Background: an optimization exercise with open tools, aiming at small area. Do not read the settings as production practice. Function was checked by simulation only, so behaviour that the tests miss may differ from the original. No activity file was given, so power comes from the tool's default toggle rates.

Setup of try-maple:
Design sap1_top, start of the top module:
module sap1_top (
    input  wire        clk,
    input  wire        btnC,
    input  wire        btnR,
    input  wire        btnL,
    input  wire [15:0] sw,
    output wire        sclk,
    output wire        mosi,
    output wire        cs_n,
    output wire [6:0]  seg,
    output wire [3:0]  an,
    output wire [15:0] led
);
  localparam [2:0] IDLE = 3'd0, SELECT_PROG = 3'd1, INPUT_A = 3'd2, INPUT_B = 3'd3,
                   WRITE_RAM = 3'd4, EXECUTE = 3'd5, WRITE_WAIT = 3'd6;
  reg [3:0] rcnt;
  always @(posedge clk)
    if (btnC) rcnt <= 4'b0111;
    else rcnt <= {rcnt[2:0], rcnt[3] & rcnt[2]};
  wire rst = (rcnt != 4'd0);
  reg [5:0] q;
  reg       run;
  always @(posedge clk)
    if (rst) begin
      q   <= 6'd15;
      run <= 1'b0;
    end else begin
      q <= q + 6'd1;
      if (q[4:0] == 5'd14) run <= 1'b1;
    end
  wire       halt;
  wire       tick     = run & ~halt;
  wire       pe       = tick & (q[4:0] == 5'd15);
  wire       ne       = tick & (q[4:0] == 5'd31);
  wire       spi_evt  = tick & (q[4:0] == 5'd20);
  wire       sap1_clk = tick & (q[4] ^ (q[3:0] == 4'd15));
  localparam [15:0] BT_FB = 16'd61583;
  reg       rl, ll;
  reg [3:0] rr, lr;
  reg       rs, ls, rf, lf, rlat, llat;
  reg [1:0] rsy, lsy;
  always @(posedge clk)
    if (rst) begin
      rl <= 1'b0; rr <= 4'd15; rs <= 1'b0; rf <= 1'b0; rlat <= 1'b0; rsy <= 2'b00;
      ll <= 1'b0; lr <= 4'd15; ls <= 1'b0; lf <= 1'b0; llat <= 1'b0; lsy <= 2'b00;
    end else begin
      rl <= btnR;
      rr <= (btnR != rl) ? 4'b1110 : {rr[2:0], BT_FB[rr]};
      if (rr == 4'd15) rs <= rl;
      rf <= rs & ~rf;
      if (rs & ~rf) rlat <= 1'b1;
      else if (rsy[1]) rlat <= 1'b0;
      if (pe) rsy <= {rsy[0], rlat};
      ll <= btnL;
      lr <= (btnL != ll) ? 4'b1110 : {lr[2:0], BT_FB[lr]};
      if (lr == 4'd15) ls <= ll;
      lf <= ls & ~lf;
  ...
Size in the first run: ~940 cells after synthesis, about 190 flip-flops, about 50 I/O pins.
Settings: LEC_CHECK=0, CAP_MARGIN=20, CORE_MARGIN=2, CORE_UTILIZATION=65, CTS_BUF_LIST=sky130_fd_sc_hd__clkbuf_8, CTS_CLUSTER_DIAMETER=60, CTS_CLUSTER_SIZE=12, PLACE_DENSITY=0.75, SLEW_MARGIN=20; clock period 15.0 ns.
standard.sh (not shown) runs the stock make flow with config.mk's settings and CLKGATE_MAP_FILE= SYNTH_SCRIPT=/design/flow/synth_recipe.tcl, a recipe that flattens the netlist after the stock synthesis.
==> flow/flow/run.sh <==
#!/bin/bash
# Standard layout with these changes: synthesis maps the logic with an
# area-oriented abc script (flow/area.abc) and without the adder-cell step
# (registers are untouched), the ports are buffered with the smallest
# buffer, and the clock tree is built from mid-size buffers without dummy
# loads.
set -euo pipefail
export MY_ABC_SCRIPT="$PWD/flow/area.abc"
bash standard.sh SYNTH_SCRIPT="$PWD/flow/synth.tcl" ADDER_MAP_FILE= \
  BUFFER_PORTS_ARGS="-buffer_cell sky130_fd_sc_hd__buf_1" \
  CTS_ARGS="-sink_clustering_enable -repair_clock_nets -buf_list sky130_fd_sc_hd__clkbuf_8 -sink_clustering_size 12 -sink_clustering_max_diameter 60 -dont_use_dummy_load" \
  finish > make_flow.log 2>&1
==> flow/flow/area.abc <==
&get -n
&st
&syn3
&dch -f
&put
amap
topo
dnsize -c
==> flow/flow/synth.tcl <==
proc synth {args} { yosys synth -nofsm -noshare {*}$args }
proc abc {args} {
  if {[info exists ::env(MY_ABC_SCRIPT)]} {
    set i [lsearch -exact $args -script]
    if {$i >= 0} { lset args [expr {$i + 1}] $::env(MY_ABC_SCRIPT) }
  }
  yosys abc {*}$args
}
source $::env(SCRIPTS_DIR)/synth.tcl
# left out here: clear keep_hierarchy, flatten, clean up, hide names made inside functions, write 1_2_yosys.v
Relative to try-maple, the following input files were edited for try-garnet:
-- flow/design.v --
<<< try-maple, line 150
      endcase
    end
  always @(posedge clk)
    if (cv) inA <= {cv_t[2:0], cv_u[3], cv_u[2:0], cv_b};
    else if (pe) begin
      if (ist == INPUT_A && bR) inA <= sst[7:0];
      if ((ist == SELECT_PROG && bR && sst[13]) || (ist == INPUT_B && bR)) inA[2:0] <= 3'd0;
      if (ist == WRITE_RAM) inA[2:0] <= inA[2:0] + 3'd1;
    end
  assign wr_last = (inA[2:0] == (psng ? 3'd2 : 3'd7));
  always @(posedge clk)
    if (cv) song[2:0] <= {cv_h[1:0], cv_t[3]};
    else if (pe) begin
      if (ist == SELECT_PROG && bR) begin
        psng <= sst[13];
        if (sst[13]) song <= sst[5:2];
        else song[0] <= (sst[15:14] == 2'b10);
      end
    end
  reg [2:0] cst;    
  reg [2:0] pc;
>>> try-garnet, line 150
      endcase
    end
  reg [2:0] cst;    
  reg [2:0] pc;
<<< try-maple, line 221
  wire       cv_b = q[3] ? acc[0] : acc_r[q[2:0]];
  always @(posedge clk)
    if (rst) cst <= 3'd0;
    else if (ne && ex) cst <= (cst == 3'd5) ? 3'd0 : cst + 3'd1;
>>> try-garnet, line 204
  wire       cv_b = q[3] ? acc[0] : acc_r[q[2:0]];
  always @(posedge clk)
    if (cv) inA <= {cv_t[2:0], cv_u[3], cv_u[2:0], cv_b};
    else if (pe) begin
      if (ist == INPUT_A && bR) inA <= sst[7:0];
      if ((ist == SELECT_PROG && bR && sst[13]) || (ist == INPUT_B && bR)) inA[2:0] <= 3'd0;
      if (ist == WRITE_RAM) inA[2:0] <= inA[2:0] + 3'd1;
    end
  assign wr_last = (inA[2:0] == (psng ? 3'd2 : 3'd7));
  always @(posedge clk)
    if (cv) song[2:0] <= {cv_h[1:0], cv_t[3]};
    else if (pe) begin
      if (ist == SELECT_PROG && bR) begin
        psng <= sst[13];
        if (sst[13]) song <= sst[5:2];
        else song[0] <= (sst[15:14] == 2'b10);
      end
    end
  always @(posedge clk)
    if (rst) cst <= 3'd0;
    else if (ne && ex) cst <= (cst == 3'd5) ? 3'd0 : cst + 3'd1;
<<< try-maple, line 252
  always @(posedge clk)
    if (commit_ab && b_pend) rb <= sst[7:0];
    else if (fetch_w && pc == 3'd2 && psng) rb <= 8'd0;
  reg [5:0]  bc;     
  reg        sck;
>>> try-garnet, line 252
  always @(posedge clk)
    if (commit_ab && b_pend) rb <= sst[7:0];
  reg [5:0]  bc;     
  reg        sck;
[summary]
- try-garnet has completed all stages; timing, DRC and antenna checks passed.
- When try-garnet is set beside try-maple, its net switching power figure turns out to be about 1.6% smaller.
- Going from try-maple to try-garnet, number of cells after detailed placement shrank slightly.
- Going from try-maple to try-garnet, count of non-filler cells in the finished layout went down 5, worst-case hold slack went up 0.019 ns, area of all placed cells without fillers held, core utilization held.
- Reported for try-garnet and try-maple, max-cap violation count turned out identical to the last digit.
- try-garnet against try-maple: switching part of the total power -0.26 points, worst voltage drop across the vdd grid +about 7%, final number of max-transition violations ~0 delta.
- Total power of try-garnet is lower than that of try-maple.

afterwards: timing with drivers on the ports:
In the flow no input, the clock included, has a driving cell. The finished layouts below were timed again as built, in two steps.
Step 1 sets driving cells, clkbuf_16 on the clock port and buf_2 on the other inputs (assumed; they add their load-dependent delay and slew).
Step 2 also shifts input and output timing later by t, the mid clock arrival at the registers, as if the neighbouring blocks saw the same clock.
a / b / c = ideal ports / drivers / drivers and shift; a / b = the first two.
run	shift t [ns]	setup WS [ns]	latest minus earliest clock arrival (ns)
try-maple	0.490	8.514 / 8.478 / 8.968	0.034 / 0.033
try-garnet	0.480	8.556 / 8.518 / 8.998	0.034 / 0.034
After both steps every run listed still meets setup and hold.
